From an optimization exercise on the open Yosys and OpenROAD flow, aimed at small area and a short achievable clock period; shortcuts taken in it are not production practice.
No functional check of the RTL was part of any run shown here.

==> flow/design.v (outline; a module is shown in full before it is edited, if it fits) <==
// module ex2_1: 1828 lines
// module ex2_1_fa: 4 lines
// module ex2_1_ha: 4 lines
// module ex2_1_pgi: 4 lines
// module ex2_1_pgn: 4 lines
// module ex2_1_x: 3 lines
// module ex2_1_xn: 3 lines
module ex2_1 (
	      input 		  clk, rst, validi,
	      input [31:0] 	  data_in,
	      output logic 	  valido,
	      output logic [31:0] data_out
	      );
  // ...
==> flow/flow/run.sh <==
#!/bin/bash
# The standard layout, except that the port buffers are plain buf_2 cells rather
# than the delay cells buffer_ports picks by default. make's full output goes to flow_make.log.
set -euo pipefail
bash standard.sh "BUFFER_PORTS_ARGS=-buffer_cell sky130_fd_sc_hd__buf_2" finish > flow_make.log 2>&1
==> flow/standard.sh <==
#!/bin/bash
# synth_recipe.tcl (not shown) runs the flow's synth.tcl, then flattens the netlist and writes it again
# the make line also repeats each setting of config.mk as NAME=value (left out here)
make -C /OpenROAD-flow-scripts/flow DESIGN_CONFIG=/design/flow/config.mk WORK_HOME=/design/flow/orfs CLKGATE_MAP_FILE= SYNTH_SCRIPT=/design/flow/synth_recipe.tcl "${@:-finish}"
==> flow/config.mk <==
export PLATFORM = sky130hd
export DESIGN_NAME = ex2_1
export DESIGN_NICKNAME = ex2_1
export VERILOG_FILES = /design/flow/design.v
export SDC_FILE = /design/flow/constraint.sdc
export NUM_CORES = 4
export LEC_CHECK = 0
export CAP_MARGIN = 20
export CORE_MARGIN = 2
export CORE_UTILIZATION = 40
export SETUP_SLACK_MARGIN = 4.0
export SLEW_MARGIN = 20
export SYNTH_HIERARCHICAL = 1
export TNS_END_PERCENT = 0
==> flow/constraint.sdc <==
create_clock -name core_clock -period 8.0 [get_ports {clk}]
set_input_delay 1.6000 -clock core_clock [delete_from_list [all_inputs] [get_ports {clk}]]
set_output_delay 1.6000 -clock core_clock [all_outputs]
set_load 0.01 [all_outputs]
==> impl_metrics.csv, run 1 <==
group,metric,value,unit
floorplan,start_util,40.28,%
sta,tightestPinTransition,1.103,ns
place,gp_congestion,0.8985,
route,drtPass1Iterations,6,
critical_path,critPathBufInv,1,
status,status,"timing/DRC/antenna clean",
critical_path,regToRegSetupSlack,4.03,ns
final_layout,final_cell_area,16890,sq um
critical_path,cp-endpoint,"q59",
critical_path,cpMaxStageDelayCell,"fa_1",
hold_path,hold_start,"cnt[0]",
clock_network,postCtsSetupBuffers,0,
place,numPortBuffers,67,
place,numPlacedInstances,1919,
sta,finalCritPeriodShare,49.82,%
route,highest_layer,"met4",
final_layout,syn_to_final_growth,8.988,%
route,ant_nets,0,
global_routing,use_met2,36.00,%
place,dp_slack,3.263,ns
global_routing,overflow,0,
global_routing,grt_use_met1,31.85,%
sta,fin_crit,3.986,ns
route,num_vias,11040,
final_layout,clock_buffer_count,20,
critical_path,timing.rr.start,"a[1]",
sta,fmax,0.2509,GHz
critical_path,reg2reg_depth,10,
final_layout,drive_gt1_share,17.15,%
sta,hold_slack,0.4350,ns
critical_path,cpMostUsedCell,"fa_1",
route,drt_iter0_markers,1032,
critical_path,cp_data_required_time,8.33,ns
==> run 2, diff against run 1 <==
--- a/flow/design.v
+++ b/flow/design.v
@@ -96,6 +96,25 @@
    logic q77;
    logic q78;
    logic q79;
+   logic q80;
+   logic q81;
+   logic q82;
+   logic q83;
+   logic q84;
+   logic q85;
+   logic q86;
+   logic q87;
+   logic q88;
+   logic q89;
+   logic q90;
+   logic q91;
+   logic q92;
+   logic q93;
+   logic q94;
+   logic q95;
+   logic q96;
+   logic q97;
+   logic q98;
    wire bo0, bt0, bn0;
    wire pp1;
    wire pp2;
@@ -719,58 +738,58 @@
    wire s605;
    wire c606;
    wire s607;
-   wire c608;
+   wire s608;
    wire s609;
-   wire c610;
+   wire s610;
    wire s611;
-   wire c612;
+   wire s612;
    wire s613;
-   wire c614;
+   wire s614;
    wire s615;
-   wire c616;
+   wire s616;
    wire s617;
-   wire c618;
-   wire s619;
-   wire c620;
-   wire s621;
-   wire c622;
-   wire s623;
-   wire c624;
-   wire s625;
-   wire c626;
-   wire s627;
-   wire c628;
-   wire s629;
-   wire c630;
-   wire s631;
-   wire c632;
-   wire s633;
-   wire c634;
-   wire s635;
-   wire c636;
-   wire s637;
-   wire c638;
-   wire s639;
-   wire c640;
-   wire s641;
+   wire s618;
+   wire c619;
+   wire s620;
+   wire c621;
+   wire s622;
+   wire c623;
+   wire s624;
+   wire c625;
+   wire s626;
+   wire c627;
+   wire s628;
+   wire c629;
+   wire s630;
+   wire c631;
+   wire s632;
+   wire c633;
+   wire s634;
+   wire c635;
+   wire s636;
+   wire c637;
+   wire s638;
+   wire c639;
+   wire s640;
+   wire c641;
    wire s642;
-   wire s643;
+   wire c643;
    wire s644;
-   wire s645;
+   wire c645;
    wire s646;
-   wire s647;
+   wire c647;
    wire s648;
-   wire s649;
+   wire c649;
    wire s650;
-   wire s651;
+   wire c651;
    wire s652;
-   wire s653;
-   wire c654;
-   wire s655;
-   wire c656;
-   wire s657;
-   wire c658;
-   wire s659;
+   wire c653;
+   wire s654;
+   wire c655;
+   wire s656;
+   wire c657;
+   wire s658;
+   wire c659;
    wire s660;
    wire c661;
    wire s662;
@@ -798,7 +817,7 @@
    wire s684;
    wire c685;
    wire s686;
-   wire s687;
+   wire c687;
    wire s688;
    wire c689;
    wire s690;
@@ -846,11 +865,11 @@
    wire s732;
    wire c733;
    wire s734;
-   wire c735;
+   wire s735;
    wire s736;
-   wire c737;
+   wire s737;
    wire s738;
-   wire s739;
+   wire c739;
    wire s740;
    wire c741;
    wire s742;
@@ -912,9 +931,6 @@
    wire s798;
    wire c799;
    wire s800;
-   wire c801;
-   wire s802;
-   wire s803;
    wire [31:0] ra, rb;
    wire [31:0] g0, p0, sum;
    wire xg1, xp1;
@@ -1032,64 +1048,83 @@
       q19 <= s319;
       q20 <= c320;
       q21 <= s329;
-      q22 <= c330;
-      q23 <= s339;
-      q24 <= c340;
-      q25 <= s351;
-      q26 <= c352;
-      q27 <= s363;
-      q28 <= c364;
-      q29 <= s377;
-      q30 <= c378;
-      q31 <= s391;
-      q32 <= c390;
-      q33 <= s403;
-      q34 <= s405;
-      q35 <= c392;
-      q36 <= c406;
-      q37 <= s417;
-      q38 <= s419;
-      q39 <= s433;
-      q40 <= c420;
-      q41 <= s435;
-      q42 <= s449;
-      q43 <= c436;
-      q44 <= s451;
-      q45 <= s467;
-      q46 <= c452;
-      q47 <= s469;
-      q48 <= s485;
-      q49 <= c470;
-      q50 <= s487;
-      q51 <= s505;
-      q52 <= c488;
-      q53 <= s507;
-      q54 <= s525;
-      q55 <= c508;
-      q56 <= s527;
-      q57 <= s547;
-      q58 <= c528;
-      q59 <= s549;
-      q60 <= c550;
-      q61 <= s569;
-      q62 <= s571;
-      q63 <= s589;
-      q64 <= s591;
-      q65 <= c570;
-      q66 <= c572;
-      q67 <= s593;
-      q68 <= s611;
-      q69 <= s613;
-      q70 <= c594;
-      q71 <= s615;
-      q72 <= s635;
-      q73 <= s637;
-      q74 <= c616;
-      q75 <= s639;
-      q76 <= s650;
-      q77 <= s651;
-      q78 <= c640;
-      q79 <= s652;
+      q22 <= c328;
+      q23 <= s335;
+      q24 <= s337;
+      q25 <= c330;
+      q26 <= s345;
+      q27 <= c338;
+      q28 <= s347;
+      q29 <= s355;
+      q30 <= c348;
+      q31 <= s357;
+      q32 <= s367;
+      q33 <= c358;
+      q34 <= s369;
+      q35 <= s379;
+      q36 <= c370;
+      q37 <= s381;
+      q38 <= c382;
+      q39 <= s393;
+      q40 <= s395;
+      q41 <= c396;
+      q42 <= s407;
+      q43 <= s409;
+      q44 <= s419;
+      q45 <= s421;
+      q46 <= c408;
+      q47 <= s423;
+      q48 <= c410;
+      q49 <= s433;
+      q50 <= s435;
+      q51 <= c424;
+      q52 <= s437;
+      q53 <= s449;
+      q54 <= c438;
+      q55 <= s451;
+      q56 <= s453;
+      q57 <= c452;
+      q58 <= c454;
+      q59 <= s467;
+      q60 <= s469;
+      q61 <= c468;
+      q62 <= c470;
+      q63 <= s485;
+      q64 <= s487;
+      q65 <= c486;
+      q66 <= c488;
+      q67 <= s503;
+      q68 <= s505;
+      q69 <= c504;
+      q70 <= c506;
+      q71 <= s523;
+      q72 <= s525;
+      q73 <= s537;
+      q74 <= s539;
+      q75 <= c524;
+      q76 <= s541;
+      q77 <= c526;
+      q78 <= s543;
+      q79 <= s559;
+      q80 <= c542;
+      q81 <= c544;
+      q82 <= s561;
+      q83 <= s563;
+      q84 <= s579;
+      q85 <= c562;
+      q86 <= c564;
+      q87 <= s581;
+      q88 <= s583;
+      q89 <= s601;
+      q90 <= c582;
+      q91 <= c584;
+      q92 <= s603;
+      q93 <= s605;
+      q94 <= s615;
+      q95 <= s616;
+      q96 <= c604;
+      q97 <= s617;
+      q98 <= c606;
       data_out <= sum;
    end
    assign bo0 = a[0] ^ 1'b0;
@@ -1445,250 +1480,247 @@
    ex2_1_fa us333 (.a(pp98), .b(pp122), .c(pp144), .s(s333), .co(c334));
    ex2_1_fa us335 (.a(pp164), .b(c322), .c(c324), .s(s335), .co(c336));
    ex2_1_fa us337 (.a(s331), .b(s333), .c(c326), .s(s337), .co(c338));
-   ex2_1_fa us339 (.a(c328), .b(s335), .c(s337), .s(s339), .co(c340));
-   ex2_1_fa us341 (.a(bn7), .b(pp15), .c(pp45), .s(s341), .co(c342));
-   ex2_1_fa us343 (.a(pp73), .b(pp99), .c(pp123), .s(s343), .co(c344));
-   ex2_1_fa us345 (.a(pp145), .b(pp165), .c(pp183), .s(s345), .co(c346));
-   ex2_1_fa us347 (.a(c332), .b(c334), .c(s341), .s(s347), .co(c348));
-   ex2_1_fa us349 (.a(s343), .b(s345), .c(c336), .s(s349), .co(c350));
-   ex2_1_fa us351 (.a(s347), .b(c338), .c(s349), .s(s351), .co(c352));
-   ex2_1_fa us353 (.a(pp16), .b(pp46), .c(pp74), .s(s353), .co(c354));
-   ex2_1_fa us355 (.a(pp100), .b(pp124), .c(pp146), .s(s355), .co(c356));
-   ex2_1_fa us357 (.a(pp166), .b(pp184), .c(c342), .s(s357), .co(c358));
-   ex2_1_fa us359 (.a(c344), .b(c346), .c(s353), .s(s359), .co(c360));
-   ex2_1_fa us361 (.a(s355), .b(c348), .c(s357), .s(s361), .co(c362));
-   ex2_1_fa us363 (.a(s359), .b(c350), .c(s361), .s(s363), .co(c364));
-   ex2_1_fa us365 (.a(bn8), .b(pp17), .c(pp47), .s(s365), .co(c366));
-   ex2_1_fa us367 (.a(pp75), .b(pp101), .c(pp125), .s(s367), .co(c368));
-   ex2_1_fa us369 (.a(pp147), .b(pp167), .c(pp185), .s(s369), .co(c370));
-   ex2_1_fa us371 (.a(pp201), .b(c354), .c(c356), .s(s371), .co(c372));
-   ex2_1_fa us373 (.a(s365), .b(s367), .c(s369), .s(s373), .co(c374));
-   ex2_1_fa us375 (.a(c358), .b(c360), .c(s371), .s(s375), .co(c376));
-   ex2_1_fa us377 (.a(s373), .b(c362), .c(s375), .s(s377), .co(c378));
-   ex2_1_fa us379 (.a(pp18), .b(pp48), .c(pp76), .s(s379), .co(c380));
-   ex2_1_fa us381 (.a(pp102), .b(pp126), .c(pp148), .s(s381), .co(c382));
-   ex2_1_fa us383 (.a(pp168), .b(pp186), .c(pp202), .s(s383), .co(c384));
-   ex2_1_fa us385 (.a(c366), .b(c368), .c(c370), .s(s385), .co(c386));
-   ex2_1_fa us387 (.a(s379), .b(s381), .c(s383), .s(s387), .co(c388));
-   ex2_1_fa us389 (.a(c372), .b(c374), .c(s385), .s(s389), .co(c390));
-   ex2_1_fa us391 (.a(s387), .b(c376), .c(s389), .s(s391), .co(c392));
-   ex2_1_fa us393 (.a(bn9), .b(pp19), .c(pp49), .s(s393), .co(c394));
-   ex2_1_fa us395 (.a(pp77), .b(pp103), .c(pp127), .s(s395), .co(c396));
-   ex2_1_fa us397 (.a(pp149), .b(pp169), .c(pp187), .s(s397), .co(c398));
-   ex2_1_fa us399 (.a(pp203), .b(pp217), .c(c380), .s(s399), .co(c400));
-   ex2_1_fa us401 (.a(c382), .b(c384), .c(s393), .s(s401), .co(c402));
-   ex2_1_fa us403 (.a(s395), .b(s397), .c(c386), .s(s403), .co(c404));
-   ex2_1_fa us405 (.a(c388), .b(s399), .c(s401), .s(s405), .co(c406));
-   ex2_1_fa us407 (.a(pp20), .b(pp50), .c(pp78), .s(s407), .co(c408));
-   ex2_1_fa us409 (.a(pp104), .b(pp128), .c(pp150), .s(s409), .co(c410));
-   ex2_1_fa us411 (.a(pp170), .b(pp188), .c(pp204), .s(s411), .co(c412));
-   ex2_1_fa us413 (.a(pp218), .b(c394), .c(c396), .s(s413), .co(c414));
-   ex2_1_fa us415 (.a(c398), .b(s407), .c(s409), .s(s415), .co(c416));
-   ex2_1_fa us417 (.a(s411), .b(c400), .c(c402), .s(s417), .co(c418));
-   ex2_1_fa us419 (.a(s413), .b(s415), .c(c404), .s(s419), .co(c420));
-   ex2_1_fa us421 (.a(bn10), .b(pp21), .c(pp51), .s(s421), .co(c422));
-   ex2_1_fa us423 (.a(pp79), .b(pp105), .c(pp129), .s(s423), .co(c424));
-   ex2_1_fa us425 (.a(pp151), .b(pp171), .c(pp189), .s(s425), .co(c426));
-   ex2_1_fa us427 (.a(pp205), .b(pp219), .c(pp231), .s(s427), .co(c428));
-   ex2_1_fa us429 (.a(c408), .b(c410), .c(c412), .s(s429), .co(c430));
-   ex2_1_fa us431 (.a(s421), .b(s423), .c(s425), .s(s431), .co(c432));
-   ex2_1_fa us433 (.a(s427), .b(c414), .c(c416), .s(s433), .co(c434));
-   ex2_1_fa us435 (.a(s429), .b(s431), .c(c418), .s(s435), .co(c436));
-   ex2_1_fa us437 (.a(pp22), .b(pp52), .c(pp80), .s(s437), .co(c438));
-   ex2_1_fa us439 (.a(pp106), .b(pp130), .c(pp152), .s(s439), .co(c440));
-   ex2_1_fa us441 (.a(pp172), .b(pp190), .c(pp206), .s(s441), .co(c442));
-   ex2_1_fa us443 (.a(pp220), .b(pp232), .c(c422), .s(s443), .co(c444));
-   ex2_1_fa us445 (.a(c424), .b(c426), .c(c428), .s(s445), .co(c446));
-   ex2_1_fa us447 (.a(s437), .b(s439), .c(s441), .s(s447), .co(c448));
-   ex2_1_fa us449 (.a(c430), .b(c432), .c(s443), .s(s449), .co(c450));
-   ex2_1_fa us451 (.a(s445), .b(s447), .c(c434), .s(s451), .co(c452));
-   ex2_1_fa us453 (.a(bn11), .b(pp23), .c(pp53), .s(s453), .co(c454));
-   ex2_1_fa us455 (.a(pp81), .b(pp107), .c(pp131), .s(s455), .co(c456));
-   ex2_1_fa us457 (.a(pp153), .b(pp173), .c(pp191), .s(s457), .co(c458));
-   ex2_1_fa us459 (.a(pp207), .b(pp221), .c(pp233), .s(s459), .co(c460));
-   ex2_1_fa us461 (.a(pp243), .b(c438), .c(c440), .s(s461), .co(c462));
-   ex2_1_fa us463 (.a(c442), .b(s453), .c(s455), .s(s463), .co(c464));
-   ex2_1_fa us465 (.a(s457), .b(s459), .c(c444), .s(s465), .co(c466));
-   ex2_1_fa us467 (.a(c446), .b(c448), .c(s461), .s(s467), .co(c468));
-   ex2_1_fa us469 (.a(s463), .b(c450), .c(s465), .s(s469), .co(c470));
-   ex2_1_fa us471 (.a(pp24), .b(pp54), .c(pp82), .s(s471), .co(c472));
-   ex2_1_fa us473 (.a(pp108), .b(pp132), .c(pp154), .s(s473), .co(c474));
-   ex2_1_fa us475 (.a(pp174), .b(pp192), .c(pp208), .s(s475), .co(c476));
-   ex2_1_fa us477 (.a(pp222), .b(pp234), .c(pp244), .s(s477), .co(c478));
-   ex2_1_fa us479 (.a(c454), .b(c456), .c(c458), .s(s479), .co(c480));
-   ex2_1_fa us481 (.a(c460), .b(s471), .c(s473), .s(s481), .co(c482));
-   ex2_1_fa us483 (.a(s475), .b(s477), .c(c462), .s(s483), .co(c484));
-   ex2_1_fa us485 (.a(c464), .b(s479), .c(s481), .s(s485), .co(c486));
-   ex2_1_fa us487 (.a(c466), .b(c468), .c(s483), .s(s487), .co(c488));
-   ex2_1_fa us489 (.a(bn12), .b(pp25), .c(pp55), .s(s489), .co(c490));
-   ex2_1_fa us491 (.a(pp83), .b(pp109), .c(pp133), .s(s491), .co(c492));
-   ex2_1_fa us493 (.a(pp155), .b(pp175), .c(pp193), .s(s493), .co(c494));
-   ex2_1_fa us495 (.a(pp209), .b(pp223), .c(pp235), .s(s495), .co(c496));
-   ex2_1_fa us497 (.a(pp245), .b(pp253), .c(c472), .s(s497), .co(c498));
-   ex2_1_fa us499 (.a(c474), .b(c476), .c(c478), .s(s499), .co(c500));
-   ex2_1_fa us501 (.a(s489), .b(s491), .c(s493), .s(s501), .co(c502));
-   ex2_1_fa us503 (.a(s495), .b(c480), .c(c482), .s(s503), .co(c504));
+   ex2_1_fa us339 (.a(bn7), .b(pp15), .c(pp45), .s(s339), .co(c340));
+   ex2_1_fa us341 (.a(pp73), .b(pp99), .c(pp123), .s(s341), .co(c342));
+   ex2_1_fa us343 (.a(pp145), .b(pp165), .c(pp183), .s(s343), .co(c344));
+   ex2_1_fa us345 (.a(c332), .b(c334), .c(s339), .s(s345), .co(c346));
+   ex2_1_fa us347 (.a(s341), .b(s343), .c(c336), .s(s347), .co(c348));
+   ex2_1_fa us349 (.a(pp16), .b(pp46), .c(pp74), .s(s349), .co(c350));
+   ex2_1_fa us351 (.a(pp100), .b(pp124), .c(pp146), .s(s351), .co(c352));
+   ex2_1_fa us353 (.a(pp166), .b(pp184), .c(c340), .s(s353), .co(c354));
+   ex2_1_fa us355 (.a(c342), .b(c344), .c(s349), .s(s355), .co(c356));
+   ex2_1_fa us357 (.a(s351), .b(c346), .c(s353), .s(s357), .co(c358));
+   ex2_1_fa us359 (.a(bn8), .b(pp17), .c(pp47), .s(s359), .co(c360));
+   ex2_1_fa us361 (.a(pp75), .b(pp101), .c(pp125), .s(s361), .co(c362));
+   ex2_1_fa us363 (.a(pp147), .b(pp167), .c(pp185), .s(s363), .co(c364));
+   ex2_1_fa us365 (.a(pp201), .b(c350), .c(c352), .s(s365), .co(c366));
+   ex2_1_fa us367 (.a(s359), .b(s361), .c(s363), .s(s367), .co(c368));
+   ex2_1_fa us369 (.a(c354), .b(c356), .c(s365), .s(s369), .co(c370));
+   ex2_1_fa us371 (.a(pp18), .b(pp48), .c(pp76), .s(s371), .co(c372));
+   ex2_1_fa us373 (.a(pp102), .b(pp126), .c(pp148), .s(s373), .co(c374));
+   ex2_1_fa us375 (.a(pp168), .b(pp186), .c(pp202), .s(s375), .co(c376));
+   ex2_1_fa us377 (.a(c360), .b(c362), .c(c364), .s(s377), .co(c378));
+   ex2_1_fa us379 (.a(s371), .b(s373), .c(s375), .s(s379), .co(c380));
+   ex2_1_fa us381 (.a(c366), .b(c368), .c(s377), .s(s381), .co(c382));
+   ex2_1_fa us383 (.a(bn9), .b(pp19), .c(pp49), .s(s383), .co(c384));
+   ex2_1_fa us385 (.a(pp77), .b(pp103), .c(pp127), .s(s385), .co(c386));
+   ex2_1_fa us387 (.a(pp149), .b(pp169), .c(pp187), .s(s387), .co(c388));
+   ex2_1_fa us389 (.a(pp203), .b(pp217), .c(c372), .s(s389), .co(c390));
+   ex2_1_fa us391 (.a(c374), .b(c376), .c(s383), .s(s391), .co(c392));
+   ex2_1_fa us393 (.a(s385), .b(s387), .c(c378), .s(s393), .co(c394));
+   ex2_1_fa us395 (.a(c380), .b(s389), .c(s391), .s(s395), .co(c396));
+   ex2_1_fa us397 (.a(pp20), .b(pp50), .c(pp78), .s(s397), .co(c398));
+   ex2_1_fa us399 (.a(pp104), .b(pp128), .c(pp150), .s(s399), .co(c400));
+   ex2_1_fa us401 (.a(pp170), .b(pp188), .c(pp204), .s(s401), .co(c402));
+   ex2_1_fa us403 (.a(pp218), .b(c384), .c(c386), .s(s403), .co(c404));
+   ex2_1_fa us405 (.a(c388), .b(s397), .c(s399), .s(s405), .co(c406));
+   ex2_1_fa us407 (.a(s401), .b(c390), .c(c392), .s(s407), .co(c408));
+   ex2_1_fa us409 (.a(s403), .b(s405), .c(c394), .s(s409), .co(c410));
+   ex2_1_fa us411 (.a(bn10), .b(pp21), .c(pp51), .s(s411), .co(c412));
+   ex2_1_fa us413 (.a(pp79), .b(pp105), .c(pp129), .s(s413), .co(c414));
+   ex2_1_fa us415 (.a(pp151), .b(pp171), .c(pp189), .s(s415), .co(c416));
+   ex2_1_fa us417 (.a(pp205), .b(pp219), .c(pp231), .s(s417), .co(c418));
+   ex2_1_fa us419 (.a(c398), .b(c400), .c(c402), .s(s419), .co(c420));
+   ex2_1_fa us421 (.a(s411), .b(s413), .c(s415), .s(s421), .co(c422));
+   ex2_1_fa us423 (.a(s417), .b(c404), .c(c406), .s(s423), .co(c424));
+   ex2_1_fa us425 (.a(pp22), .b(pp52), .c(pp80), .s(s425), .co(c426));
+   ex2_1_fa us427 (.a(pp106), .b(pp130), .c(pp152), .s(s427), .co(c428));
+   ex2_1_fa us429 (.a(pp172), .b(pp190), .c(pp206), .s(s429), .co(c430));
+   ex2_1_fa us431 (.a(pp220), .b(pp232), .c(c412), .s(s431), .co(c432));
+   ex2_1_fa us433 (.a(c414), .b(c416), .c(c418), .s(s433), .co(c434));
+   ex2_1_fa us435 (.a(s425), .b(s427), .c(s429), .s(s435), .co(c436));
+   ex2_1_fa us437 (.a(c420), .b(c422), .c(s431), .s(s437), .co(c438));
+   ex2_1_fa us439 (.a(bn11), .b(pp23), .c(pp53), .s(s439), .co(c440));
+   ex2_1_fa us441 (.a(pp81), .b(pp107), .c(pp131), .s(s441), .co(c442));
+   ex2_1_fa us443 (.a(pp153), .b(pp173), .c(pp191), .s(s443), .co(c444));
+   ex2_1_fa us445 (.a(pp207), .b(pp221), .c(pp233), .s(s445), .co(c446));
+   ex2_1_fa us447 (.a(pp243), .b(c426), .c(c428), .s(s447), .co(c448));
+   ex2_1_fa us449 (.a(c430), .b(s439), .c(s441), .s(s449), .co(c450));
+   ex2_1_fa us451 (.a(s443), .b(s445), .c(c432), .s(s451), .co(c452));
+   ex2_1_fa us453 (.a(c434), .b(c436), .c(s447), .s(s453), .co(c454));
+   ex2_1_fa us455 (.a(pp24), .b(pp54), .c(pp82), .s(s455), .co(c456));
+   ex2_1_fa us457 (.a(pp108), .b(pp132), .c(pp154), .s(s457), .co(c458));
+   ex2_1_fa us459 (.a(pp174), .b(pp192), .c(pp208), .s(s459), .co(c460));
+   ex2_1_fa us461 (.a(pp222), .b(pp234), .c(pp244), .s(s461), .co(c462));
+   ex2_1_fa us463 (.a(c440), .b(c442), .c(c444), .s(s463), .co(c464));
+   ex2_1_fa us465 (.a(c446), .b(s455), .c(s457), .s(s465), .co(c466));
+   ex2_1_fa us467 (.a(s459), .b(s461), .c(c448), .s(s467), .co(c468));
+   ex2_1_fa us469 (.a(c450), .b(s463), .c(s465), .s(s469), .co(c470));
+   ex2_1_fa us471 (.a(bn12), .b(pp25), .c(pp55), .s(s471), .co(c472));
+   ex2_1_fa us473 (.a(pp83), .b(pp109), .c(pp133), .s(s473), .co(c474));
+   ex2_1_fa us475 (.a(pp155), .b(pp175), .c(pp193), .s(s475), .co(c476));
+   ex2_1_fa us477 (.a(pp209), .b(pp223), .c(pp235), .s(s477), .co(c478));
+   ex2_1_fa us479 (.a(pp245), .b(pp253), .c(c456), .s(s479), .co(c480));
+   ex2_1_fa us481 (.a(c458), .b(c460), .c(c462), .s(s481), .co(c482));
+   ex2_1_fa us483 (.a(s471), .b(s473), .c(s475), .s(s483), .co(c484));
+   ex2_1_fa us485 (.a(s477), .b(c464), .c(c466), .s(s485), .co(c486));
+   ex2_1_fa us487 (.a(s479), .b(s481), .c(s483), .s(s487), .co(c488));
+   ex2_1_fa us489 (.a(pp26), .b(pp56), .c(pp84), .s(s489), .co(c490));
+   ex2_1_fa us491 (.a(pp110), .b(pp134), .c(pp156), .s(s491), .co(c492));
+   ex2_1_fa us493 (.a(pp176), .b(pp194), .c(pp210), .s(s493), .co(c494));
+   ex2_1_fa us495 (.a(pp224), .b(pp236), .c(pp246), .s(s495), .co(c496));
+   ex2_1_fa us497 (.a(pp254), .b(c472), .c(c474), .s(s497), .co(c498));
+   ex2_1_fa us499 (.a(c476), .b(c478), .c(s489), .s(s499), .co(c500));
+   ex2_1_fa us501 (.a(s491), .b(s493), .c(s495), .s(s501), .co(c502));
+   ex2_1_fa us503 (.a(c480), .b(c482), .c(c484), .s(s503), .co(c504));
    ex2_1_fa us505 (.a(s497), .b(s499), .c(s501), .s(s505), .co(c506));
-   ex2_1_fa us507 (.a(c484), .b(c486), .c(s503), .s(s507), .co(c508));
-   ex2_1_fa us509 (.a(pp26), .b(pp56), .c(pp84), .s(s509), .co(c510));
-   ex2_1_fa us511 (.a(pp110), .b(pp134), .c(pp156), .s(s511), .co(c512));
-   ex2_1_fa us513 (.a(pp176), .b(pp194), .c(pp210), .s(s513), .co(c514));
-   ex2_1_fa us515 (.a(pp224), .b(pp236), .c(pp246), .s(s515), .co(c516));
-   ex2_1_fa us517 (.a(pp254), .b(c490), .c(c492), .s(s517), .co(c518));
-   ex2_1_fa us519 (.a(c494), .b(c496), .c(s509), .s(s519), .co(c520));
+   ex2_1_fa us507 (.a(bn13), .b(pp27), .c(pp57), .s(s507), .co(c508));
+   ex2_1_fa us509 (.a(pp85), .b(pp111), .c(pp135), .s(s509), .co(c510));
+   ex2_1_fa us511 (.a(pp157), .b(pp177), .c(pp195), .s(s511), .co(c512));
+   ex2_1_fa us513 (.a(pp211), .b(pp225), .c(pp237), .s(s513), .co(c514));
+   ex2_1_fa us515 (.a(pp247), .b(pp255), .c(pp261), .s(s515), .co(c516));
+   ex2_1_fa us517 (.a(c490), .b(c492), .c(c494), .s(s517), .co(c518));
+   ex2_1_fa us519 (.a(c496), .b(s507), .c(s509), .s(s519), .co(c520));
    ex2_1_fa us521 (.a(s511), .b(s513), .c(s515), .s(s521), .co(c522));
    ex2_1_fa us523 (.a(c498), .b(c500), .c(c502), .s(s523), .co(c524));
    ex2_1_fa us525 (.a(s517), .b(s519), .c(s521), .s(s525), .co(c526));
-   ex2_1_fa us527 (.a(c504), .b(c506), .c(s523), .s(s527), .co(c528));
-   ex2_1_fa us529 (.a(bn13), .b(pp27), .c(pp57), .s(s529), .co(c530));
-   ex2_1_fa us531 (.a(pp85), .b(pp111), .c(pp135), .s(s531), .co(c532));
-   ex2_1_fa us533 (.a(pp157), .b(pp177), .c(pp195), .s(s533), .co(c534));
-   ex2_1_fa us535 (.a(pp211), .b(pp225), .c(pp237), .s(s535), .co(c536));
-   ex2_1_fa us537 (.a(pp247), .b(pp255), .c(pp261), .s(s537), .co(c538));
-   ex2_1_fa us539 (.a(c510), .b(c512), .c(c514), .s(s539), .co(c540));
-   ex2_1_fa us541 (.a(c516), .b(s529), .c(s531), .s(s541), .co(c542));
-   ex2_1_fa us543 (.a(s533), .b(s535), .c(s537), .s(s543), .co(c544));
-   ex2_1_fa us545 (.a(c518), .b(c520), .c(c522), .s(s545), .co(c546));
-   ex2_1_fa us547 (.a(s539), .b(s541), .c(s543), .s(s547), .co(c548));
-   ex2_1_fa us549 (.a(c524), .b(c526), .c(s545), .s(s549), .co(c550));
-   ex2_1_fa us551 (.a(pp28), .b(pp58), .c(pp86), .s(s551), .co(c552));
-   ex2_1_fa us553 (.a(pp112), .b(pp136), .c(pp158), .s(s553), .co(c554));
-   ex2_1_fa us555 (.a(pp178), .b(pp196), .c(pp212), .s(s555), .co(c556));
-   ex2_1_fa us557 (.a(pp226), .b(pp238), .c(pp248), .s(s557), .co(c558));
-   ex2_1_fa us559 (.a(pp256), .b(pp262), .c(c530), .s(s559), .co(c560));
-   ex2_1_fa us561 (.a(c532), .b(c534), .c(c536), .s(s561), .co(c562));
-   ex2_1_fa us563 (.a(c538), .b(s551), .c(s553), .s(s563), .co(c564));
-   ex2_1_fa us565 (.a(s555), .b(s557), .c(c540), .s(s565), .co(c566));
-   ex2_1_fa us567 (.a(c542), .b(c544), .c(s559), .s(s567), .co(c568));
-   ex2_1_fa us569 (.a(s561), .b(s563), .c(c546), .s(s569), .co(c570));
-   ex2_1_fa us571 (.a(s565), .b(c548), .c(s567), .s(s571), .co(c572));
-   ex2_1_fa us573 (.a(bn14), .b(pp29), .c(pp59), .s(s573), .co(c574));
-   ex2_1_fa us575 (.a(pp87), .b(pp113), .c(pp137), .s(s575), .co(c576));
-   ex2_1_fa us577 (.a(pp159), .b(pp179), .c(pp197), .s(s577), .co(c578));
-   ex2_1_fa us579 (.a(pp213), .b(pp227), .c(pp239), .s(s579), .co(c580));
-   ex2_1_fa us581 (.a(pp249), .b(pp257), .c(pp263), .s(s581), .co(c582));
-   ex2_1_fa us583 (.a(pp267), .b(c552), .c(c554), .s(s583), .co(c584));
-   ex2_1_fa us585 (.a(c556), .b(c558), .c(s573), .s(s585), .co(c586));
-   ex2_1_fa us587 (.a(s575), .b(s577), .c(s579), .s(s587), .co(c588));
-   ex2_1_fa us589 (.a(s581), .b(c560), .c(c562), .s(s589), .co(c590));
-   ex2_1_fa us591 (.a(c564), .b(s583), .c(s585), .s(s591), .co(c592));
-   ex2_1_fa us593 (.a(s587), .b(c566), .c(c568), .s(s593), .co(c594));
-   ex2_1_fa us595 (.a(pp30), .b(pp60), .c(pp88), .s(s595), .co(c596));
-   ex2_1_fa us597 (.a(pp114), .b(pp138), .c(pp160), .s(s597), .co(c598));
-   ex2_1_fa us599 (.a(pp180), .b(pp198), .c(pp214), .s(s599), .co(c600));
-   ex2_1_fa us601 (.a(pp228), .b(pp240), .c(pp250), .s(s601), .co(c602));
-   ex2_1_fa us603 (.a(pp258), .b(pp264), .c(pp268), .s(s603), .co(c604));
-   ex2_1_fa us605 (.a(c574), .b(c576), .c(c578), .s(s605), .co(c606));
-   ex2_1_fa us607 (.a(c580), .b(c582), .c(s595), .s(s607), .co(c608));
-   ex2_1_fa us609 (.a(s597), .b(s599), .c(s601), .s(s609), .co(c610));
-   ex2_1_fa us611 (.a(s603), .b(c584), .c(c586), .s(s611), .co(c612));
-   ex2_1_fa us613 (.a(c588), .b(s605), .c(s607), .s(s613), .co(c614));
-   ex2_1_fa us615 (.a(s609), .b(c590), .c(c592), .s(s615), .co(c616));
-   ex2_1_fa us617 (.a(bn15), .b(pp31), .c(pp61), .s(s617), .co(c618));
-   ex2_1_fa us619 (.a(pp89), .b(pp115), .c(pp139), .s(s619), .co(c620));
-   ex2_1_fa us621 (.a(pp161), .b(pp181), .c(pp199), .s(s621), .co(c622));
-   ex2_1_fa us623 (.a(pp215), .b(pp229), .c(pp241), .s(s623), .co(c624));
-   ex2_1_fa us625 (.a(pp251), .b(pp259), .c(pp265), .s(s625), .co(c626));
-   ex2_1_fa us627 (.a(pp269), .b(pp271), .c(c596), .s(s627), .co(c628));
-   ex2_1_fa us629 (.a(c598), .b(c600), .c(c602), .s(s629), .co(c630));
-   ex2_1_fa us631 (.a(c604), .b(s617), .c(s619), .s(s631), .co(c632));
-   ex2_1_fa us633 (.a(s621), .b(s623), .c(s625), .s(s633), .co(c634));
-   ex2_1_fa us635 (.a(c606), .b(c608), .c(c610), .s(s635), .co(c636));
-   ex2_1_fa us637 (.a(s627), .b(s629), .c(s631), .s(s637), .co(c638));
-   ex2_1_fa us639 (.a(s633), .b(c612), .c(c614), .s(s639), .co(c640));
-   ex2_1_fa us641 (.a(pp32), .b(pp62), .c(pp90), .s(s641), .co());
-   ex2_1_fa us642 (.a(pp116), .b(pp140), .c(pp162), .s(s642), .co());
-   ex2_1_fa us643 (.a(pp182), .b(pp200), .c(pp216), .s(s643), .co());
-   ex2_1_fa us644 (.a(pp230), .b(pp242), .c(pp252), .s(s644), .co());
-   ex2_1_fa us645 (.a(pp260), .b(pp266), .c(pp270), .s(s645), .co());
-   ex2_1_fa us646 (.a(pp272), .b(c618), .c(c620), .s(s646), .co());
-   ex2_1_fa us647 (.a(c622), .b(c624), .c(c626), .s(s647), .co());
-   ex2_1_fa us648 (.a(s641), .b(s642), .c(s643), .s(s648), .co());
-   ex2_1_fa us649 (.a(s644), .b(s645), .c(c628), .s(s649), .co());
-   ex2_1_fa us650 (.a(c630), .b(c632), .c(c634), .s(s650), .co());
-   ex2_1_fa us651 (.a(s646), .b(s647), .c(s648), .s(s651), .co());
-   ex2_1_fa us652 (.a(c636), .b(s649), .c(c638), .s(s652), .co());
-   ex2_1_ha us653 (.a(q63), .b(q64), .s(s653), .co(c654));
-   ex2_1_ha us655 (.a(q68), .b(q69), .s(s655), .co(c656));
-   ex2_1_ha us657 (.a(q72), .b(q73), .s(s657), .co(c658));
-   assign s659 = q76 ^ q77;
-   ex2_1_ha us660 (.a(q32), .b(q33), .s(s660), .co(c661));
-   ex2_1_ha us662 (.a(q36), .b(q37), .s(s662), .co(c663));
-   ex2_1_ha us664 (.a(q39), .b(q40), .s(s664), .co(c665));
-   ex2_1_ha us666 (.a(q42), .b(q43), .s(s666), .co(c667));
-   ex2_1_ha us668 (.a(q45), .b(q46), .s(s668), .co(c669));
-   ex2_1_ha us670 (.a(q48), .b(q49), .s(s670), .co(c671));
-   ex2_1_ha us672 (.a(q51), .b(q52), .s(s672), .co(c673));
-   ex2_1_ha us674 (.a(q54), .b(q55), .s(s674), .co(c675));
-   ex2_1_ha us676 (.a(q57), .b(q58), .s(s676), .co(c677));
-   ex2_1_ha us678 (.a(q60), .b(q61), .s(s678), .co(c679));
-   ex2_1_fa us680 (.a(q65), .b(q66), .c(q67), .s(s680), .co(c681));
-   ex2_1_fa us682 (.a(q70), .b(q71), .c(c654), .s(s682), .co(c683));
-   ex2_1_fa us684 (.a(q74), .b(q75), .c(c656), .s(s684), .co(c685));
-   assign s686 = q78 ^ q79;
-   assign s687 = c658 ^ s686;
-   ex2_1_ha us688 (.a(q7), .b(q8), .s(s688), .co(c689));
-   ex2_1_ha us690 (.a(q10), .b(q11), .s(s690), .co(c691));
-   ex2_1_ha us692 (.a(q12), .b(q13), .s(s692), .co(c693));
-   ex2_1_ha us694 (.a(q14), .b(q15), .s(s694), .co(c695));
-   ex2_1_ha us696 (.a(q16), .b(q17), .s(s696), .co(c697));
-   ex2_1_ha us698 (.a(q18), .b(q19), .s(s698), .co(c699));
-   ex2_1_ha us700 (.a(q20), .b(q21), .s(s700), .co(c701));
-   ex2_1_ha us702 (.a(q22), .b(q23), .s(s702), .co(c703));
-   ex2_1_ha us704 (.a(q24), .b(q25), .s(s704), .co(c705));
-   ex2_1_ha us706 (.a(q26), .b(q27), .s(s706), .co(c707));
-   ex2_1_ha us708 (.a(q28), .b(q29), .s(s708), .co(c709));
-   ex2_1_ha us710 (.a(q30), .b(q31), .s(s710), .co(c711));
-   ex2_1_fa us712 (.a(q34), .b(q35), .c(s660), .s(s712), .co(c713));
-   ex2_1_fa us714 (.a(q38), .b(c661), .c(s662), .s(s714), .co(c715));
-   ex2_1_fa us716 (.a(q41), .b(c663), .c(s664), .s(s716), .co(c717));
-   ex2_1_fa us718 (.a(q44), .b(c665), .c(s666), .s(s718), .co(c719));
-   ex2_1_fa us720 (.a(q47), .b(c667), .c(s668), .s(s720), .co(c721));
-   ex2_1_fa us722 (.a(q50), .b(c669), .c(s670), .s(s722), .co(c723));
-   ex2_1_fa us724 (.a(q53), .b(c671), .c(s672), .s(s724), .co(c725));
-   ex2_1_fa us726 (.a(q56), .b(c673), .c(s674), .s(s726), .co(c727));
-   ex2_1_fa us728 (.a(q59), .b(c675), .c(s676), .s(s728), .co(c729));
-   ex2_1_fa us730 (.a(q62), .b(c677), .c(s678), .s(s730), .co(c731));
-   ex2_1_fa us732 (.a(c679), .b(s653), .c(s680), .s(s732), .co(c733));
-   ex2_1_fa us734 (.a(s655), .b(c681), .c(s682), .s(s734), .co(c735));
-   ex2_1_fa us736 (.a(s657), .b(c683), .c(s684), .s(s736), .co(c737));
-   assign s738 = s659 ^ s687;
-   assign s739 = c685 ^ s738;
-   ex2_1_fa us740 (.a(q0), .b(q1), .c(data_in[0]), .s(s740), .co(c741));
-   ex2_1_ha us742 (.a(q2), .b(data_in[1]), .s(s742), .co(c743));
-   ex2_1_ha us744 (.a(q3), .b(data_in[2]), .s(s744), .co(c745));
-   ex2_1_ha us746 (.a(q4), .b(data_in[3]), .s(s746), .co(c747));
-   ex2_1_ha us748 (.a(q5), .b(data_in[4]), .s(s748), .co(c749));
-   ex2_1_ha us750 (.a(q6), .b(data_in[5]), .s(s750), .co(c751));
-   ex2_1_fa us752 (.a(s688), .b(q9), .c(data_in[6]), .s(s752), .co(c753));
-   ex2_1_fa us754 (.a(c689), .b(s690), .c(data_in[7]), .s(s754), .co(c755));
-   ex2_1_fa us756 (.a(c691), .b(s692), .c(data_in[8]), .s(s756), .co(c757));
-   ex2_1_fa us758 (.a(c693), .b(s694), .c(data_in[9]), .s(s758), .co(c759));
-   ex2_1_fa us760 (.a(c695), .b(s696), .c(data_in[10]), .s(s760), .co(c761));
-   ex2_1_fa us762 (.a(c697), .b(s698), .c(data_in[11]), .s(s762), .co(c763));
-   ex2_1_fa us764 (.a(c699), .b(s700), .c(data_in[12]), .s(s764), .co(c765));
-   ex2_1_fa us766 (.a(c701), .b(s702), .c(data_in[13]), .s(s766), .co(c767));
-   ex2_1_fa us768 (.a(c703), .b(s704), .c(data_in[14]), .s(s768), .co(c769));
-   ex2_1_fa us770 (.a(c705), .b(s706), .c(data_in[15]), .s(s770), .co(c771));
-   ex2_1_fa us772 (.a(c707), .b(s708), .c(data_in[16]), .s(s772), .co(c773));
-   ex2_1_fa us774 (.a(c709), .b(s710), .c(data_in[17]), .s(s774), .co(c775));
-   ex2_1_fa us776 (.a(c711), .b(s712), .c(data_in[18]), .s(s776), .co(c777));
-   ex2_1_fa us778 (.a(c713), .b(s714), .c(data_in[19]), .s(s778), .co(c779));
-   ex2_1_fa us780 (.a(c715), .b(s716), .c(data_in[20]), .s(s780), .co(c781));
-   ex2_1_fa us782 (.a(c717), .b(s718), .c(data_in[21]), .s(s782), .co(c783));
-   ex2_1_fa us784 (.a(c719), .b(s720), .c(data_in[22]), .s(s784), .co(c785));
-   ex2_1_fa us786 (.a(c721), .b(s722), .c(data_in[23]), .s(s786), .co(c787));
-   ex2_1_fa us788 (.a(c723), .b(s724), .c(data_in[24]), .s(s788), .co(c789));
-   ex2_1_fa us790 (.a(c725), .b(s726), .c(data_in[25]), .s(s790), .co(c791));
-   ex2_1_fa us792 (.a(c727), .b(s728), .c(data_in[26]), .s(s792), .co(c793));
-   ex2_1_fa us794 (.a(c729), .b(s730), .c(data_in[27]), .s(s794), .co(c795));
-   ex2_1_fa us796 (.a(c731), .b(s732), .c(data_in[28]), .s(s796), .co(c797));
-   ex2_1_fa us798 (.a(c733), .b(s734), .c(data_in[29]), .s(s798), .co(c799));
-   ex2_1_fa us800 (.a(c735), .b(s736), .c(data_in[30]), .s(s800), .co(c801));
-   assign s802 = s739 ^ data_in[31];
-   assign s803 = c737 ^ s802;
-   assign ra = {c801, c799, c797, c795, c793, c791, c789, c787, c785, c783, c781, c779, c777, c775, c773, c771, c769, c767, c765, c763, c761, c759, c757, c755, c753, c751, c749, c747, c745, c743, c741, s740};
-   assign rb = {s803, s800, s798, s796, s794, s792, s790, s788, s786, s784, s782, s780, s778, s776, s774, s772, s770, s768, s766, s764, s762, s760, s758, s756, s754, s752, s750, s748, s746, s744, s742, 1'b0};
+   ex2_1_fa us527 (.a(pp28), .b(pp58), .c(pp86), .s(s527), .co(c528));
+   ex2_1_fa us529 (.a(pp112), .b(pp136), .c(pp158), .s(s529), .co(c530));
+   ex2_1_fa us531 (.a(pp178), .b(pp196), .c(pp212), .s(s531), .co(c532));
+   ex2_1_fa us533 (.a(pp226), .b(pp238), .c(pp248), .s(s533), .co(c534));
+   ex2_1_fa us535 (.a(pp256), .b(pp262), .c(c508), .s(s535), .co(c536));
+   ex2_1_fa us537 (.a(c510), .b(c512), .c(c514), .s(s537), .co(c538));
+   ex2_1_fa us539 (.a(c516), .b(s527), .c(s529), .s(s539), .co(c540));
+   ex2_1_fa us541 (.a(s531), .b(s533), .c(c518), .s(s541), .co(c542));
+   ex2_1_fa us543 (.a(c520), .b(c522), .c(s535), .s(s543), .co(c544));
+   ex2_1_fa us545 (.a(bn14), .b(pp29), .c(pp59), .s(s545), .co(c546));
+   ex2_1_fa us547 (.a(pp87), .b(pp113), .c(pp137), .s(s547), .co(c548));
+   ex2_1_fa us549 (.a(pp159), .b(pp179), .c(pp197), .s(s549), .co(c550));
+   ex2_1_fa us551 (.a(pp213), .b(pp227), .c(pp239), .s(s551), .co(c552));
+   ex2_1_fa us553 (.a(pp249), .b(pp257), .c(pp263), .s(s553), .co(c554));
+   ex2_1_fa us555 (.a(pp267), .b(c528), .c(c530), .s(s555), .co(c556));
+   ex2_1_fa us557 (.a(c532), .b(c534), .c(s545), .s(s557), .co(c558));
+   ex2_1_fa us559 (.a(s547), .b(s549), .c(s551), .s(s559), .co(c560));
+   ex2_1_fa us561 (.a(s553), .b(c536), .c(c538), .s(s561), .co(c562));
+   ex2_1_fa us563 (.a(c540), .b(s555), .c(s557), .s(s563), .co(c564));
+   ex2_1_fa us565 (.a(pp30), .b(pp60), .c(pp88), .s(s565), .co(c566));
+   ex2_1_fa us567 (.a(pp114), .b(pp138), .c(pp160), .s(s567), .co(c568));
+   ex2_1_fa us569 (.a(pp180), .b(pp198), .c(pp214), .s(s569), .co(c570));
+   ex2_1_fa us571 (.a(pp228), .b(pp240), .c(pp250), .s(s571), .co(c572));
+   ex2_1_fa us573 (.a(pp258), .b(pp264), .c(pp268), .s(s573), .co(c574));
+   ex2_1_fa us575 (.a(c546), .b(c548), .c(c550), .s(s575), .co(c576));
+   ex2_1_fa us577 (.a(c552), .b(c554), .c(s565), .s(s577), .co(c578));
+   ex2_1_fa us579 (.a(s567), .b(s569), .c(s571), .s(s579), .co(c580));
+   ex2_1_fa us581 (.a(s573), .b(c556), .c(c558), .s(s581), .co(c582));
+   ex2_1_fa us583 (.a(c560), .b(s575), .c(s577), .s(s583), .co(c584));
+   ex2_1_fa us585 (.a(bn15), .b(pp31), .c(pp61), .s(s585), .co(c586));
+   ex2_1_fa us587 (.a(pp89), .b(pp115), .c(pp139), .s(s587), .co(c588));
+   ex2_1_fa us589 (.a(pp161), .b(pp181), .c(pp199), .s(s589), .co(c590));
+   ex2_1_fa us591 (.a(pp215), .b(pp229), .c(pp241), .s(s591), .co(c592));
+   ex2_1_fa us593 (.a(pp251), .b(pp259), .c(pp265), .s(s593), .co(c594));
+   ex2_1_fa us595 (.a(pp269), .b(pp271), .c(c566), .s(s595), .co(c596));
+   ex2_1_fa us597 (.a(c568), .b(c570), .c(c572), .s(s597), .co(c598));
+   ex2_1_fa us599 (.a(c574), .b(s585), .c(s587), .s(s599), .co(c600));
+   ex2_1_fa us601 (.a(s589), .b(s591), .c(s593), .s(s601), .co(c602));
+   ex2_1_fa us603 (.a(c576), .b(c578), .c(c580), .s(s603), .co(c604));
+   ex2_1_fa us605 (.a(s595), .b(s597), .c(s599), .s(s605), .co(c606));
+   assign s607 = pp32 ^ pp62 ^ pp90;
+   assign s608 = pp116 ^ pp140 ^ pp162;
+   assign s609 = pp182 ^ pp200 ^ pp216;
+   assign s610 = pp230 ^ pp242 ^ pp252;
+   assign s611 = pp260 ^ pp266 ^ pp270;
+   assign s612 = pp272 ^ c586 ^ c588;
+   assign s613 = c590 ^ c592 ^ c594;
+   assign s614 = s607 ^ s608 ^ s609;
+   assign s615 = s610 ^ s611 ^ c596;
+   assign s616 = c598 ^ s612 ^ s613;
+   assign s617 = s614 ^ c600 ^ c602;
+   ex2_1_ha us618 (.a(q7), .b(q8), .s(s618), .co(c619));
+   ex2_1_ha us620 (.a(q10), .b(q11), .s(s620), .co(c621));
+   ex2_1_ha us622 (.a(q12), .b(q13), .s(s622), .co(c623));
+   ex2_1_ha us624 (.a(q14), .b(q15), .s(s624), .co(c625));
+   ex2_1_ha us626 (.a(q16), .b(q17), .s(s626), .co(c627));
+   ex2_1_ha us628 (.a(q18), .b(q19), .s(s628), .co(c629));
+   ex2_1_ha us630 (.a(q20), .b(q21), .s(s630), .co(c631));
+   ex2_1_fa us632 (.a(q22), .b(q23), .c(q24), .s(s632), .co(c633));
+   ex2_1_ha us634 (.a(q25), .b(c631), .s(s634), .co(c635));
+   ex2_1_fa us636 (.a(q26), .b(q27), .c(q28), .s(s636), .co(c637));
+   ex2_1_ha us638 (.a(c635), .b(c633), .s(s638), .co(c639));
+   ex2_1_fa us640 (.a(q29), .b(q30), .c(q31), .s(s640), .co(c641));
+   ex2_1_ha us642 (.a(c637), .b(s640), .s(s642), .co(c643));
+   ex2_1_fa us644 (.a(q32), .b(q33), .c(q34), .s(s644), .co(c645));
+   ex2_1_ha us646 (.a(c641), .b(s644), .s(s646), .co(c647));
+   ex2_1_fa us648 (.a(q35), .b(q36), .c(q37), .s(s648), .co(c649));
+   ex2_1_ha us650 (.a(c645), .b(s648), .s(s650), .co(c651));
+   ex2_1_fa us652 (.a(q38), .b(q39), .c(q40), .s(s652), .co(c653));
+   ex2_1_ha us654 (.a(c649), .b(s652), .s(s654), .co(c655));
+   ex2_1_fa us656 (.a(q41), .b(q42), .c(q43), .s(s656), .co(c657));
+   ex2_1_ha us658 (.a(c653), .b(s656), .s(s658), .co(c659));
+   ex2_1_fa us660 (.a(q44), .b(q45), .c(q46), .s(s660), .co(c661));
+   ex2_1_fa us662 (.a(q47), .b(q48), .c(c657), .s(s662), .co(c663));
+   ex2_1_ha us664 (.a(s660), .b(c659), .s(s664), .co(c665));
+   ex2_1_fa us666 (.a(q49), .b(q50), .c(q51), .s(s666), .co(c667));
+   ex2_1_fa us668 (.a(q52), .b(c661), .c(s666), .s(s668), .co(c669));
+   ex2_1_ha us670 (.a(c663), .b(c665), .s(s670), .co(c671));
+   ex2_1_fa us672 (.a(q53), .b(q54), .c(q55), .s(s672), .co(c673));
+   ex2_1_fa us674 (.a(q56), .b(c667), .c(s672), .s(s674), .co(c675));
+   ex2_1_ha us676 (.a(c669), .b(s674), .s(s676), .co(c677));
+   ex2_1_fa us678 (.a(q57), .b(q58), .c(q59), .s(s678), .co(c679));
+   ex2_1_fa us680 (.a(q60), .b(c673), .c(s678), .s(s680), .co(c681));
+   ex2_1_ha us682 (.a(c675), .b(s680), .s(s682), .co(c683));
+   ex2_1_fa us684 (.a(q61), .b(q62), .c(q63), .s(s684), .co(c685));
+   ex2_1_fa us686 (.a(q64), .b(c679), .c(s684), .s(s686), .co(c687));
+   ex2_1_ha us688 (.a(c681), .b(s686), .s(s688), .co(c689));
+   ex2_1_fa us690 (.a(q65), .b(q66), .c(q67), .s(s690), .co(c691));
+   ex2_1_fa us692 (.a(q68), .b(c685), .c(s690), .s(s692), .co(c693));
+   ex2_1_ha us694 (.a(c687), .b(s692), .s(s694), .co(c695));
+   ex2_1_fa us696 (.a(q69), .b(q70), .c(q71), .s(s696), .co(c697));
+   ex2_1_fa us698 (.a(q72), .b(c691), .c(s696), .s(s698), .co(c699));
+   ex2_1_ha us700 (.a(c693), .b(s698), .s(s700), .co(c701));
+   ex2_1_fa us702 (.a(q73), .b(q74), .c(q75), .s(s702), .co(c703));
+   ex2_1_fa us704 (.a(q76), .b(q77), .c(q78), .s(s704), .co(c705));
+   ex2_1_fa us706 (.a(c697), .b(s702), .c(s704), .s(s706), .co(c707));
+   ex2_1_ha us708 (.a(c699), .b(s706), .s(s708), .co(c709));
+   ex2_1_fa us710 (.a(q79), .b(q80), .c(q81), .s(s710), .co(c711));
+   ex2_1_fa us712 (.a(q82), .b(q83), .c(c703), .s(s712), .co(c713));
+   ex2_1_fa us714 (.a(c705), .b(s710), .c(c707), .s(s714), .co(c715));
+   ex2_1_ha us716 (.a(s712), .b(c709), .s(s716), .co(c717));
+   ex2_1_fa us718 (.a(q84), .b(q85), .c(q86), .s(s718), .co(c719));
+   ex2_1_fa us720 (.a(q87), .b(q88), .c(c711), .s(s720), .co(c721));
+   ex2_1_fa us722 (.a(s718), .b(c713), .c(s720), .s(s722), .co(c723));
+   ex2_1_ha us724 (.a(c715), .b(c717), .s(s724), .co(c725));
+   ex2_1_fa us726 (.a(q89), .b(q90), .c(q91), .s(s726), .co(c727));
+   ex2_1_fa us728 (.a(q92), .b(q93), .c(c719), .s(s728), .co(c729));
+   ex2_1_fa us730 (.a(s726), .b(c721), .c(s728), .s(s730), .co(c731));
+   ex2_1_ha us732 (.a(c723), .b(s730), .s(s732), .co(c733));
+   assign s734 = q94 ^ q95 ^ q96;
+   assign s735 = q97 ^ q98 ^ c727;
+   assign s736 = s734 ^ c729 ^ s735;
+   assign s737 = s736 ^ c731;
+   ex2_1_fa us738 (.a(q0), .b(q1), .c(data_in[0]), .s(s738), .co(c739));
+   ex2_1_ha us740 (.a(q2), .b(data_in[1]), .s(s740), .co(c741));
+   ex2_1_ha us742 (.a(q3), .b(data_in[2]), .s(s742), .co(c743));
+   ex2_1_ha us744 (.a(q4), .b(data_in[3]), .s(s744), .co(c745));
+   ex2_1_ha us746 (.a(q5), .b(data_in[4]), .s(s746), .co(c747));
+   ex2_1_ha us748 (.a(q6), .b(data_in[5]), .s(s748), .co(c749));
+   ex2_1_fa us750 (.a(q9), .b(s618), .c(data_in[6]), .s(s750), .co(c751));
+   ex2_1_fa us752 (.a(c619), .b(s620), .c(data_in[7]), .s(s752), .co(c753));
+   ex2_1_fa us754 (.a(c621), .b(s622), .c(data_in[8]), .s(s754), .co(c755));
+   ex2_1_fa us756 (.a(c623), .b(s624), .c(data_in[9]), .s(s756), .co(c757));
+   ex2_1_fa us758 (.a(c625), .b(s626), .c(data_in[10]), .s(s758), .co(c759));
+   ex2_1_fa us760 (.a(c627), .b(s628), .c(data_in[11]), .s(s760), .co(c761));
+   ex2_1_fa us762 (.a(c629), .b(s630), .c(data_in[12]), .s(s762), .co(c763));
+   ex2_1_fa us764 (.a(s632), .b(s634), .c(data_in[13]), .s(s764), .co(c765));
+   ex2_1_fa us766 (.a(s636), .b(s638), .c(data_in[14]), .s(s766), .co(c767));
+   ex2_1_fa us768 (.a(c639), .b(s642), .c(data_in[15]), .s(s768), .co(c769));
+   ex2_1_fa us770 (.a(c643), .b(s646), .c(data_in[16]), .s(s770), .co(c771));
+   ex2_1_fa us772 (.a(c647), .b(s650), .c(data_in[17]), .s(s772), .co(c773));
+   ex2_1_fa us774 (.a(c651), .b(s654), .c(data_in[18]), .s(s774), .co(c775));
+   ex2_1_fa us776 (.a(c655), .b(s658), .c(data_in[19]), .s(s776), .co(c777));
+   ex2_1_fa us778 (.a(s662), .b(s664), .c(data_in[20]), .s(s778), .co(c779));
+   ex2_1_fa us780 (.a(s668), .b(s670), .c(data_in[21]), .s(s780), .co(c781));
+   ex2_1_fa us782 (.a(c671), .b(s676), .c(data_in[22]), .s(s782), .co(c783));
+   ex2_1_fa us784 (.a(c677), .b(s682), .c(data_in[23]), .s(s784), .co(c785));
+   ex2_1_fa us786 (.a(c683), .b(s688), .c(data_in[24]), .s(s786), .co(c787));
+   ex2_1_fa us788 (.a(c689), .b(s694), .c(data_in[25]), .s(s788), .co(c789));
+   ex2_1_fa us790 (.a(c695), .b(s700), .c(data_in[26]), .s(s790), .co(c791));
+   ex2_1_fa us792 (.a(c701), .b(s708), .c(data_in[27]), .s(s792), .co(c793));
+   ex2_1_fa us794 (.a(s714), .b(s716), .c(data_in[28]), .s(s794), .co(c795));
+   ex2_1_fa us796 (.a(s722), .b(s724), .c(data_in[29]), .s(s796), .co(c797));
+   ex2_1_fa us798 (.a(c725), .b(s732), .c(data_in[30]), .s(s798), .co(c799));
+   assign s800 = s737 ^ c733 ^ data_in[31];
+   assign ra = {c799, c797, c795, c793, c791, c789, c787, c785, c783, c781, c779, c777, c775, c773, c771, c769, c767, c765, c763, c761, c759, c757, c755, c753, c751, c749, c747, c745, c743, c741, c739, s738};
+   assign rb = {s800, s798, s796, s794, s792, s790, s788, s786, s784, s782, s780, s778, s776, s774, s772, s770, s768, s766, s764, s762, s760, s758, s756, s754, s752, s750, s748, s746, s744, s742, s740, 1'b0};
    assign g0 = ra & rb;
    assign p0 = ra ^ rb;
    ex2_1_pgi ug1 (.gh(g0[1]), .ph(p0[1]), .gl(g0[0]), .pl(1'b1), .gn(xg1), .pn(xp1));
@@ -1794,37 +1826,37 @@
    assign pi90 = ~xp68;
    ex2_1_pgi ug91 (.gh(g0[30]), .ph(p0[30]), .gl(gi90), .pl(1'b1), .gn(xg91), .pn(xp91));
    assign sum[0] = p0[0];
-   ex2_1_x us1 (.a(p0[1]), .b(g0[0]), .y(sum[1]));
-   ex2_1_xn us2 (.a(p0[2]), .b(xg1), .y(sum[2]));
-   ex2_1_xn us3 (.a(p0[3]), .b(xg70), .y(sum[3]));
-   ex2_1_x us4 (.a(p0[4]), .b(xg17), .y(sum[4]));
-   ex2_1_xn us5 (.a(p0[5]), .b(xg71), .y(sum[5]));
-   ex2_1_xn us6 (.a(p0[6]), .b(xg33), .y(sum[6]));
-   ex2_1_xn us7 (.a(p0[7]), .b(xg72), .y(sum[7]));
-   ex2_1_xn us8 (.a(p0[8]), .b(xg34), .y(sum[8]));
-   ex2_1_xn us9 (.a(p0[9]), .b(xg73), .y(sum[9]));
-   ex2_1_x us10 (.a(p0[10]), .b(xg47), .y(sum[10]));
-   ex2_1_xn us11 (.a(p0[11]), .b(xg74), .y(sum[11]));
-   ex2_1_x us12 (.a(p0[12]), .b(xg49), .y(sum[12]));
-   ex2_1_xn us13 (.a(p0[13]), .b(xg75), .y(sum[13]));
-   ex2_1_x us14 (.a(p0[14]), .b(xg50), .y(sum[14]));
-   ex2_1_xn us15 (.a(p0[15]), .b(xg76), .y(sum[15]));
-   ex2_1_x us16 (.a(p0[16]), .b(xg51), .y(sum[16]));
-   ex2_1_xn us17 (.a(p0[17]), .b(xg77), .y(sum[17]));
-   ex2_1_xn us18 (.a(p0[18]), .b(xg60), .y(sum[18]));
-   ex2_1_xn us19 (.a(p0[19]), .b(xg79), .y(sum[19]));
-   ex2_1_xn us20 (.a(p0[20]), .b(xg61), .y(sum[20]));
-   ex2_1_xn us21 (.a(p0[21]), .b(xg81), .y(sum[21]));
-   ex2_1_xn us22 (.a(p0[22]), .b(xg63), .y(sum[22]));
-   ex2_1_xn us23 (.a(p0[23]), .b(xg83), .y(sum[23]));
-   ex2_1_xn us24 (.a(p0[24]), .b(xg65), .y(sum[24]));
-   ex2_1_xn us25 (.a(p0[25]), .b(xg85), .y(sum[25]));
-   ex2_1_xn us26 (.a(p0[26]), .b(xg66), .y(sum[26]));
-   ex2_1_xn us27 (.a(p0[27]), .b(xg87), .y(sum[27]));
-   ex2_1_xn us28 (.a(p0[28]), .b(xg67), .y(sum[28]));
-   ex2_1_xn us29 (.a(p0[29]), .b(xg89), .y(sum[29]));
-   ex2_1_xn us30 (.a(p0[30]), .b(xg68), .y(sum[30]));
-   ex2_1_xn us31 (.a(p0[31]), .b(xg91), .y(sum[31]));
+   assign sum[1] = p0[1] ^ g0[0];
+   assign sum[2] = p0[2] ^ ~xg1;
+   assign sum[3] = p0[3] ^ ~xg70;
+   assign sum[4] = p0[4] ^ xg17;
+   assign sum[5] = p0[5] ^ ~xg71;
+   assign sum[6] = p0[6] ^ ~xg33;
+   assign sum[7] = p0[7] ^ ~xg72;
+   assign sum[8] = p0[8] ^ ~xg34;
+   assign sum[9] = p0[9] ^ ~xg73;
+   assign sum[10] = p0[10] ^ xg47;
+   assign sum[11] = p0[11] ^ ~xg74;
+   assign sum[12] = p0[12] ^ xg49;
+   assign sum[13] = p0[13] ^ ~xg75;
+   assign sum[14] = p0[14] ^ xg50;
+   assign sum[15] = p0[15] ^ ~xg76;
+   assign sum[16] = p0[16] ^ xg51;
+   assign sum[17] = p0[17] ^ ~xg77;
+   assign sum[18] = p0[18] ^ ~xg60;
+   assign sum[19] = p0[19] ^ ~xg79;
+   assign sum[20] = p0[20] ^ ~xg61;
+   assign sum[21] = p0[21] ^ ~xg81;
+   assign sum[22] = p0[22] ^ ~xg63;
+   assign sum[23] = p0[23] ^ ~xg83;
+   assign sum[24] = p0[24] ^ ~xg65;
+   assign sum[25] = p0[25] ^ ~xg85;
+   assign sum[26] = p0[26] ^ ~xg66;
+   assign sum[27] = p0[27] ^ ~xg87;
+   assign sum[28] = p0[28] ^ ~xg67;
+   assign sum[29] = p0[29] ^ ~xg89;
+   assign sum[30] = p0[30] ^ ~xg68;
+   assign sum[31] = p0[31] ^ ~xg91;
 endmodule
 module ex2_1_fa (input a, b, c, output s, co);
    assign s = a ^ b ^ c;
@@ -1842,9 +1874,3 @@
    assign g = ~(gnh & (pnh | gnl));
    assign p = ~(pnh | pnl);
 endmodule
-module ex2_1_x (input a, b, output y);
-   assign y = a ^ b;
-endmodule
-module ex2_1_xn (input a, b, output y);
-   assign y = ~(a ^ b);
-endmodule
==> flow/run.sh (new file) <==
#!/bin/bash
# synth_recipe.tcl (not shown) runs the flow's synth.tcl, then flattens the netlist and writes it again
# the make line also repeats each setting of config.mk as NAME=value (left out here)
make -C /OpenROAD-flow-scripts/flow DESIGN_CONFIG=/design/flow/config.mk WORK_HOME=/design/flow/orfs CLKGATE_MAP_FILE= SYNTH_SCRIPT=/design/flow/synth_recipe.tcl finish
--- a/flow/config.mk
+++ b/flow/config.mk
@@ -8,7 +8,7 @@
 export CAP_MARGIN = 20
 export CORE_MARGIN = 2
 export CORE_UTILIZATION = 40
-export SETUP_SLACK_MARGIN = 4.0
+export SETUP_SLACK_MARGIN = 4.4
 export SLEW_MARGIN = 20
 export SYNTH_HIERARCHICAL = 1
 export TNS_END_PERCENT = 0
removed: flow/flow/run.sh
removed: flow/standard.sh
==> run 2 against run 1 <==
Still clean on timing, DRC and antenna; cell area rose by 6.3%; utilization rose by 2.5 points; setup slack got worse by 0.39 ns; critical path type unchanged; critical endpoint is now q97; largest cell class unchanged; highest routed layer unchanged.
==> impl_metrics.csv, run 2 <==
group,metric,value,unit
floorplan,rows,72,
global_routing,grt_pass1_wl,76.12,mm
critical_path,r2r_end,"data_out[31]",
clock_network,cts_hold_buf,0,
route,met3_length,4.974,mm
final_layout,mostFrequentLayoutCell,"xnor2_1",
critical_path,critPathLaunch,"data_in[16]",
route,drt-total-wl,50.67,mm
synth,avgSynthCellArea,10.81,sq um
route,wl_met2,22.75,mm
route,highest_layer,"met4",
floorplan,ioPinCount,68,
route,drt_iter0_markers,1388,
status,status,"timing/DRC/antenna clean",
floorplan,die_area,40990,sq um
sta,finalCritPeriodShare,54.70,%
critical_path,startpoint_type,"primary input",
critical_path,cp_data_required_time,8.34,ns
global_routing,antenna_found_initial,0,
sta,fin_crit,4.376,ns
run,maxCapViolations,0,
critical_path,path_max_fanout,18,
critical_path,timing.rr.start,"q76",
route,drtPass1Iterations,5,
route,routedLengthMet1,21.29,mm
critical_path,reg2reg_depth,18,
hold_path,hold_path_class,"reg -> reg",
sta,fmax,0.2285,GHz
final_layout,nNetsFinal,1801,
place,numPortBuffers,67,
global_routing,overflow,0,
clock_network,cts_buffer_depth,2,
critical_path,cpMaxStageDelayCell,"fa_1",
hold_path,holdPathEnd,"cnt[0]",
floorplan,start_util,40.67,%
final_layout,final_cell_mix,"xnor2_1 (291), fa_1 (221), a22oi_1 (215), dfxtp_1 (160), ha_1 (70)",
place,place.detailed.hpwl,34.79,mm
critical_path,worst_ep_arrival_time,4.72,ns
sta,fin_skew,0.01745,ns
place,numPlacedInstances,1954,
route,drcViolationCount,0,
critical_path,critPathCaptureType,"flip-flop",
sta,rsz0062_at_grt,"true",
clock_network,cts_num_sinks,166,
clock_network,h-tree-depth,4,
hold_path,min_path_cells,1,
critical_path,crit_chain,"clkdlybuf4s50_1 -> buf_6 -> a22oi_2 -> xnor2_1 -> fa_1 -> fa_2 -> xnor2_1 -> xnor3_1 -> xnor3_1 -> xnor3_1 -> xnor3_1",
final_layout,drive_gt1_share,13.40,%
floorplan,core_area,38740,sq um
sta,tightestPinTransition,1.231,ns
hold_path,hold_start,"cnt[0]",
global_routing,grt_pass1_vias,11910,
clock_network,clkLatencyLatePin,0.46,ns
synth,syn-cell-area,15750,sq um
synth,netlist_instances,1458,
sta,tns,0,ns
route,ant_nets,0,
clock_network,root_buffer,"clkbuf_16",
critical_path,cpMostUsedCell,"xnor3_1",
final_layout,syn_to_final_growth,13.97,%
floorplan,die_h,202.5,um
place,gp_congestion,0.9077,
critical_path,criticalPathCategory,"in -> reg",
final_layout,diodes,0,
sta,finalHoldViolCount,0,
route,num_vias,11650,
global_routing,grt_max_degree,64,
critical_path,regToRegSetupSlack,3.64,ns
## run 2: changes by cell type in the layout (fill, tap and decap cells not counted), sizes merged, moves of 11 or more
cell           previous run  this run
buf                      81        39
dfxtp                   144       163
o21ai                    41        30
clkdlybuf4s50             0        45
dlygate4sd2               0        13
fa                      238       226
## run 2: how the worst max path moves through the flow
stage | depth (start not counted) | endpoint | slack [ns]
after global placement | 14 | data_out[31] | 2.67
final | 11 | q97 | 3.62
after detailed placement | 14 | data_out[31] | 2.65
after CTS | 18 | data_out[31] | 3.64
after floorplan | 11 | q97 | 3.86
after global routing | 18 | data_out[31] | 3.55
## run 2: stage by stage
step                hold slack (ns)  area, sq um  worst slack [ns]
floorplan                    0.3612        15890             3.862
global placement             0.4183        16920             2.667
detailed placement           0.4259        16920             2.646
CTS                          0.4344        17870             3.640
global route                 0.4503        17950             3.553
finish                       0.4325        17950             3.624
## run 2: timing repair
action / in CTS / in global routing
endpoints found under the setup margin: 117 / 102
setup buffers: 2 / 2
resized for setup: 81 / 16
cloned: 5 / 1
pin swaps: 12 / 16
endpoints found under the hold margin: 0 / 0
## run 2: final cells by class
class,count,area (sq um),share of cell area [%]
tap,518,648.1,3.610
inverter,51,191.4,1.066
clock inverter,14,126.4,0.7038
sequential,166,3342,18.61
clock buffer,18,429.2,2.390
timing repair buffer,112,1271,7.080
multi-input combinational,1117,11950,66.54
## run 2: critical path, delay by kind of cell
kind / cells / cell delay, ns
xor+xnor: 6 / 1.44
buf+inv: 2 / 0.68
compound gates: 1 / 0.11
fa+ha+maj: 2 / 0.87
## run 2: layer usage
metal / track usage, % / up-vias
li1: - / 4965
met1: 35.07 / 5955
met2: 38.64 / 635
met3: 5.409 / 93
met4: 8.603 / 0
met5: 0 / -

what the ideal ports hide:
How much do the figures lean on ideal ports? The routed layouts below were timed once more, with nothing changed but the port constraints.
Step 1 sets driving cells, clkbuf_16 on the clock port and buf_2 on the other inputs (assumed; they add their load-dependent delay and slew).
Step 2 times the ports against the registers' clock, not the clock port: input delays grow and output delays shrink by t, the midpoint of the rising clock arrivals with the driver on.
Slacks: ideal / step 1 / step 2; pairs: ideal / step 1.
run	t, ns	slack for setup (ns)	pins driven straight from the clock port
run 1	0.500	4.014 / 4.018 / 3.518	1
run 2	0.502	3.624 / 3.643 / 3.149	1
After both steps every run listed still meets setup and hold. The setup slack of run 1, which loses most, moves by +0.004 ns with the drivers and by -0.496 ns with both steps.
